Context: an optimization exercise on an open-source flow, tuned for small area, a short achievable clock period and few clock cycles per item. The choices shown serve that exercise and are no tape-out recipe.
Function was checked by simulation only, so behaviour that the tests miss may differ from the original.

==> flow/design.v (outline; a module is shown in full before it is edited, if it fits) <==
// module rs_decoder_90_64: 464 lines
module rs_decoder_90_64 (
    input  clk,
    input  rst_n,
    input  start,
    input  [719:0] received_code,
    output [511:0] decoded_data,
    output [4:0] errors_detected,
    output error_corrected,
    output [6:0] error_position,
    output reg valid_out,
    output decode_success
);
  // ...
==> flow/run.sh <==
#!/bin/bash
# synth_recipe.tcl (not shown) runs the flow's synth.tcl, then flattens the netlist and writes it again
# the make line also repeats each setting of config.mk as NAME=value (left out here)
make -C /OpenROAD-flow-scripts/flow DESIGN_CONFIG=/design/flow/config.mk WORK_HOME=/design/flow/orfs CLKGATE_MAP_FILE= SYNTH_SCRIPT=/design/flow/synth_recipe.tcl finish
==> flow/config.mk <==
export PLATFORM = sky130hd
export DESIGN_NAME = rs_decoder_90_64
export DESIGN_NICKNAME = rs_decoder_90_64
export VERILOG_FILES = /design/flow/design.v
export SDC_FILE = /design/flow/constraint.sdc
export NUM_CORES = 4
export LEC_CHECK = 0
export CAP_MARGIN = 40
export CORE_AREA = 10 10 690 690
export DIE_AREA = 0 0 700 700
export SETUP_SLACK_MARGIN = 5
export SLEW_MARGIN = 40
==> flow/constraint.sdc <==
create_clock -name core_clock -period 12.0 [get_ports {clk}]
set_input_delay 2.4000 -clock core_clock [delete_from_list [all_inputs] [get_ports {clk}]]
set_output_delay 2.4000 -clock core_clock [all_outputs]
set_load 0.01 [all_outputs]
==> results.toml, run 1 <==
[finish]
final_area_um2 = 138000
multi_input_area_um2 = 90500
n_all_buffers = 1994
largestClassByArea = "multi-input gates"
fin_cells = 20500
regMostFlops = "u"

[clock_network]
clk_latency_ns = 0.96
cts_buffers = 95
clock_sinks = 603
cts_resized = 142

[timing]
max_slew.worst_pin.slew_ns = 1.18
slew_viol_final = 0
hold_viol_final = 0
setup_viol = 0
hold-worst-slack_ns = 0.484
post-route-period-util_pct = 60.7

[critical_path]
crit_chain = "buf_4 -> clkinv_1 -> ha_1 -> ha_1 -> nor2b_1 -> o21ai_0 -> a21boi_0 -> o21ai_0 -> a21boi_0 -> nand4_1 -> nand3_1 -> xor3_1 -> xnor3_1 -> xnor3_1 -> xor2_2 -> xnor3_1"
r2r_cells = 16
rr_endpoint = "acc[2]"
path_common_cell = "xnor3_1"
worstSetupPathType = "register to register"
path_delay_family = "XOR/XNOR gates"

[yosys]
synth-compound-area-share_pct = 14.8
yosysTopAreaCellShare_pct = 26.6
yosys-top-cells-area = "xnor2_1 (27%), ha_1 (19%), dfxtp_1 (11%)"
synth.avg_cell_area_um2 = 8.58

[grt]
grt_pass1_vias = 106000
grt_first_pass_wirelength_um = 1560000
met3_usage_pct = 27.2
grt_max_degree = 144

[drt]
met2_wirelength_um = 507000
drc_errors = 0

[floorplanning]
num_rows = 249
dieArea_um2 = 490000
taps = 6149

[outcome]
status = "no timing/DRC/antenna violations"

[placed_design]
dpl_cell_area_um2 = 133000
Testbench counts, summed over its fixed seeds: cycles 1,920, items 384.
==> run 2: changes to the inputs <==
==> flow/flow/run.sh (new file) <==
#!/bin/bash
# The standard layout (standard.sh: standard synthesis, floorplan, place, CTS, route),
# with one change on the make command line: the port buffers that global placement
# inserts use the smallest buffer cell (timing repair resizes the ones that matter).
# Every tool's output stays in orfs/logs; make's own output goes to standard.log.
set -euo pipefail
bash standard.sh "BUFFER_PORTS_ARGS=-buffer_cell sky130_fd_sc_hd__buf_1" finish > standard.log 2>&1
==> flow/standard.sh (new file) <==
#!/bin/bash
# synth_recipe.tcl (not shown) runs the flow's synth.tcl, then flattens the netlist and writes it again
# the make line also repeats each setting of config.mk as NAME=value (left out here)
make -C /OpenROAD-flow-scripts/flow DESIGN_CONFIG=/design/flow/config.mk WORK_HOME=/design/flow/orfs CLKGATE_MAP_FILE= SYNTH_SCRIPT=/design/flow/synth_recipe.tcl "${@:-finish}"
removed: flow/run.sh
==> results.toml, run 2 <==
[outcome]
status = "no timing/DRC/antenna violations"

[timing]
fin_tns_setup_ns = 0
slew_viol_final = 0
hold-worst-slack_ns = 0.496
slew_headroom_pct = 23.0
post-route-period-util_pct = 61.5
period_minus_slack_ns = 7.37
setup_viol = 0
clock-skew-final_ns = 0.0875
max_slew.worst_pin.slew_ns = 1.15
rsz0062_at_grt = "yes"
hold_viol_final = 0
max_freq_ghz = 0.136
worst_slack_ns = 4.63

[drt]
antenna_left = 0
avgRoutedWirePerCell_um = 66.8
via_per_inst = 5.96
drt_iter0_drc = 22500
drc_errors = 0
drtPass1Iterations = 8
vias = 123000
finalWirelength_um = 1380000

[clock_network]
clock_sinks = 603
clk_latency_ns = 0.98
htree_levels = 3
cts_tree = "yes"
cts_buffer_depth = 4
clkTransAtPathRegs_ns = 0.06
cts_buffers = 101
cts_root_buf = "clkbuf_16"

[finish]
fill_cells = 50000
largest_reg_flops = 225
layout-drive-gt1-share_pct = 12.9
fin_nets = 16600
final_cell_mix = "xnor2_1 (3006), ha_1 (1636), inv_1 (1243), buf_1 (1175), buf_4 (750)"
syn_to_final_growth_pct = 22.0
final_common_cell = "xnor2_1"
regMostFlops = "u"
reg_top3 = "u x225, acc x64"

[yosys]
yosys.cell_count.top_type = "xnor2_1"
ys.flop_type = "dfxtp_1"
synth.distinct_cells = 101
yosys-top-cells-area = "xnor2_1 (27%), ha_1 (19%), dfxtp_1 (11%)"
yosysTopAreaCellShare_pct = 26.6
syn_area_um2 = 107000
synthArstFlopShare_pct = 0.663
ys_ff_latch = 603
synth.avg_cell_area_um2 = 8.58
yosys.area.top_type = "xnor2_1"
seq_area_frac_synth_pct = 11.3
synth_edf_count = 0
synthCells = 12500
yosys_warnings = 1
synthTopCellsByCount = "xnor2_1 (3254), ha_1 (1651), inv_1 (1270)"

[grt]
grt_usage_pct = 53.4
antenna_found_initial = 343
grt_overflow = 0
grt_max_degree = 109
grt_pass1_vias = 106000
grt_first_pass_wirelength_um = 1600000

[placed_design]
port_buffers = 1244
place_ws_ns = 4.79
dpl.hpwl_um = 1220000
globalplace.congestion = 1.27

[critical_path]
worstSetupPathType = "register to output pin"
end_kind = "output pin"
cp_max_fo = 8
cp.arrival_ns = 4.97
required_ns = 9.60
crit_path_start_kind = "register"

[floorplanning]
start_util_pct = 23.3
ios = 1250
dieArea_um2 = 490000
num_rows = 249
core-area_um2 = 460000
die_height_um = 700
dieWidth_um = 700

[hold_path]
hp-class = "register to register"

[job]
maxCapViolCount = 0
run 2: cell counts after synthesis:
Identical to the previous run, type by type.
run 2: routing by layer:
layer | vias up | share of wire (%) | GRT usage (%)
met1 | 62500 | 37 | 60.5
met5 | - | 0.10 | 0.961
met3 | 3531 | 14 | 28.6
li1 | 44800 | - | -
met2 | 11900 | 37 | 68.9
met4 | 104 | 12 | 52.9
run 2: kinds of logic after synthesis:
group | synth area share [%]
DFF | 11.3
adders and majority gates | 22.5
xor gates and xnor gates | 35.9
buffers and inverters | 8.16
AOI/OAI and AO/OA | 14.8
other | 0.00350
and+or+nand+nor | 7.33
muxes | 0.0385
run 2: cell type report:
| cell class | instances | area [um^2] | share of cell area (%) |
|---|---|---|---|
| tap | 6149 | 7690 | 5.88 |
| clock buffer | 133 | 2760 | 2.11 |
| timing repair buffer | 2049 | 11300 | 8.61 |
| inverter | 1276 | 4800 | 3.67 |
| antenna | 359 | 898 | 0.687 |
| multi-input combinational | 9975 | 90300 | 69.1 |
| sequential | 603 | 12400 | 9.49 |
| clock inverter | 49 | 652 | 0.498 |
run 2: worst max-delay path, cell delays in order (launching register included):
cell and delay (ns):
dfxtp_1 0.42, nor4_4 0.60, nand4_1 0.62, nor4_4 0.53, buf_6 0.25, and2_2 0.30, nand2b_4 0.17, nor2_4 0.33
nand2_1 0.11, xnor2_1 0.46, buf_1 0.26
run 2: final timing paths:
| kind | from | to | slack, ns | cells past startpoint |
|---|---|---|---|---|
| worst min-delay path | valid_out | valid_out | 0.50 | 1 |
| worst max-delay path | acc[60] | decoded_data[44] | 4.63 | 10 |
| max in group asynchronous | rst_n | p1 | 10.40 | 1 |
| worst min register to register | valid_out | valid_out | 0.50 | 1 |
| min in group asynchronous | rst_n | valid_out | 1.32 | 1 |
| worst max register to register | t23[0] | acc[32] | 4.85 | 17 |
run 2: through the flow:
| step | util (%) | area, um^2 | std cells |
|---|---|---|---|
| finish | 28.4 | 131000 | 20600 |
| detailed placement | 27.4 | 126000 | 20000 |
| CTS | 28.2 | 130000 | 20200 |
| global placement | 26.7 | 123000 | 20000 |
| global route | 28.3 | 130000 | 20400 |
| floorplan | - | 107000 | 12500 |
run 2: timing repair:
item	4_1_cts	5_1_grt
resized for setup	55	1
hold buffers	0	0
endpoints found under the setup margin	96	12
pin swaps	9	2
buffers inserted	3	1
==> run 3: changes to the inputs <==
==> flow/flow/run.sh (replaced) <==
#!/bin/bash
# The standard layout (standard.sh: standard synthesis, floorplan, place, CTS, route),
# with two settings changed on the make command line:
#  - the port buffers that global placement inserts use the smallest buffer cell
#    (timing repair resizes the ones that matter);
set -euo pipefail
bash standard.sh "BUFFER_PORTS_ARGS=-buffer_cell sky130_fd_sc_hd__buf_1" \
    "SETUP_SLACK_MARGIN=5.5" finish > standard.log 2>&1
==> results.toml, run 3 <==
[outcome]
status = "no timing/DRC/antenna violations"

[finish]
reg_top3 = "u x225, acc x64"
final_area_um2 = 133000
largest_reg_flops = 225
fill_cells = 49900
fin_nets = 16600
final_cell_mix = "xnor2_1 (2967), ha_1 (1634), inv_1 (1240), buf_1 (1087), buf_4 (794)"
syn_to_final_growth_pct = 23.8
layout-drive-gt1-share_pct = 14.6
finish.utilization_pct = 28.8
final_common_cell = "xnor2_1"
fin_cells = 20600
regMostFlops = "u"

[drt]
drc_errors = 0
drtPass1Iterations = 9
drt_iter0_drc = 21500
antenna_left = 0
via_per_inst = 5.98
finalWirelength_um = 1380000
vias = 123000
avgRoutedWirePerCell_um = 66.8

[grt]
grt_pass1_vias = 106000
grt_overflow = 0
grt_usage_pct = 53.4
antenna_found_initial = 359
grt_first_pass_wirelength_um = 1600000
grt_max_degree = 109

[clock_network]
htree_levels = 3
clock_sinks = 603
clkTransAtPathRegs_ns = 0.06
cts_buffers = 101
cts_tree = "yes"
cts_root_buf = "clkbuf_16"
cts_buffer_depth = 4
clk_latency_ns = 0.98

[yosys]
ys_ff_latch = 603
yosys_warnings = 1
yosys.area.top_type = "xnor2_1"
synthTopCellsByCount = "xnor2_1 (3254), ha_1 (1651), inv_1 (1270)"
seq_area_frac_synth_pct = 11.3
synthArstFlopShare_pct = 0.663
ys.flop_type = "dfxtp_1"
yosys-top-cells-area = "xnor2_1 (27%), ha_1 (19%), dfxtp_1 (11%)"
synth.distinct_cells = 101
synth.avg_cell_area_um2 = 8.58
synthCells = 12500
yosys.cell_count.top_type = "xnor2_1"
yosysTopAreaCellShare_pct = 26.6
synth_edf_count = 0
syn_area_um2 = 107000

[placed_design]
dpl_cell_area_um2 = 126000
dpl.hpwl_um = 1220000
port_buffers = 1244
globalplace.congestion = 1.27
dp_cells = 20000

[critical_path]
crit_path_start_kind = "register"
end_kind = "output pin"
cp.arrival_ns = 4.77
worstSetupPathType = "register to output pin"
required_ns = 9.60
cp_max_fo = 7

[timing]
hold_viol_final = 0
period_minus_slack_ns = 7.17
setup_viol = 0
slew_headroom_pct = 23.8
max_freq_ghz = 0.139
rsz0062_at_grt = "yes"
post-route-period-util_pct = 59.7
slew_viol_final = 0
clock-skew-final_ns = 0.100
max_slew.worst_pin.slew_ns = 1.14
fin_tns_setup_ns = 0

[floorplanning]
dieArea_um2 = 490000
dieWidth_um = 700
start_util_pct = 23.3
die_height_um = 700
num_rows = 249
ios = 1250
core-area_um2 = 460000

[job]
maxCapViolCount = 0

[hold_path]
hp-class = "register to register"
-- run 3: cell types whose count changed in the layout (fill, tap and decap cells not counted), moves of 9 or more --
cell	before	now
buf_1	1175	1087
buf_12	13	27
xor2_1	572	556
xnor2_4	48	62
nand2_1	566	532
nand2_2	3	13
nand2_4	0	18
buf_6	15	63
buf_2	43	81
xnor2_2	205	230
diode_2	359	348
xor2_2	46	55
buf_4	750	794
xnor2_1	3006	2967
-- run 3: timing repair --
action | CTS | global route
pin swaps | 38 | 46
hold endpoints to repair | 0 | 0
cloned | 0 | 0
hold buffers | 0 | 0
setup endpoints to repair | 110 | 102
resized for setup | 309 | 103
buffers inserted | 34 | 26
-- run 3: through the flow --
step | setup WS (ns) | hold WS [ns]
after floorplan | 6.62 | 0.478
after global placement | 4.01 | 0.465
after detailed placement | 4.79 | 0.487
after CTS | 5.17 | 0.501
after global routing | 5.21 | 0.517
final | 4.83 | 0.495
-- run 3: path summary, 6_finish.rpt --
path | to | cells past startpoint | slack [ns] | from
min in group asynchronous | p1 | 1 | 1.30 | rst_n
max in group asynchronous | p2 | 1 | 10.42 | rst_n
min | valid_out | 1 | 0.50 | valid_out
max | decoded_data[24] | 11 | 4.83 | acc[58]
max reg2reg | acc[42] | 17 | 5.18 | t23[0]
min reg2reg | valid_out | 1 | 0.50 | valid_out
-- run 3: kinds of logic (layout without fill, tap and decap cells) --
group,count (synthesis),count (layout),share of synthesized area (%)
buffers and inverters,1930,3561,8.16
flip-flops,603,603,11.3
other,1,353,0.00350
multiplexers,4,4,0.0385
AO/OA/AOI/OAI,2405,2405,14.8
adder cells (fa/ha/maj),1825,1825,22.5
AND/OR/NAND/NOR,1651,1651,7.33
XOR/XNOR,4085,4085,35.9
-- run 3: per-layer routing --
metal	up-vias	GRT usage (%)	wire length [um]
met5	-	2.06	3260
met4	124	53.2	163000
met3	3599	29.2	186000
met2	12000	69.0	511000
met1	62700	60.0	514000
li1	44900	-	-
-- run 3: area by class of cell --
type / instances / area (um^2) / share of cell area (%)
timing repair buffer: 2103 / 12300 / 9.24
multi-input combinational: 9975 / 91300 / 68.8
clock buffer: 133 / 2760 / 2.08
sequential: 603 / 12400 / 9.36
clock inverter: 49 / 652 / 0.491
inverter: 1276 / 4800 / 3.62
antenna: 348 / 871 / 0.656
tap: 6149 / 7690 / 5.79
-- run 3: worst max-delay path: stages, from the launching register on --
cell     delay (ns)
dfxtp_4        0.43
nor4_4         0.59
nand4_1        0.59
nor4_4         0.62
buf_6          0.25
and2_4         0.24
nand2_4        0.13
nor3_4         0.22
buf_12         0.16
buf_12         0.11
xor2_4         0.35
buf_6          0.18

what the ideal ports hide:
In the flow no input, the clock included, has a driving cell. The finished layouts below were timed again as built, in two steps. Step 1 assumes that a clkbuf_16 drives the clock port and a buf_2 every other input. Step 2 also shifts input and output timing later by t, the mid clock arrival at the registers, as if the neighbouring blocks saw the same clock. a / b / c = ideal ports / drivers / drivers and shift; a / b = the first two.
| run | t (ns) | setup slack, ns | worst setup path after step 2 | clock arrival spread, ns | worst slew at a driven data input, ns |
|---|---|---|---|---|---|
| run 1 | 1.000 | 4.718 / 4.718 / 4.718 | register to register | 0.099 / 0.098 | 0.86 |
| run 2 | 1.022 | 4.625 / 4.534 / 4.847 | register to register | 0.091 / 0.091 | 0.53 |
| run 3 | 1.025 | 4.831 / 4.739 / 5.177 | register to register | 0.101 / 0.102 | 0.58 |
After both steps every run listed still meets setup and hold.
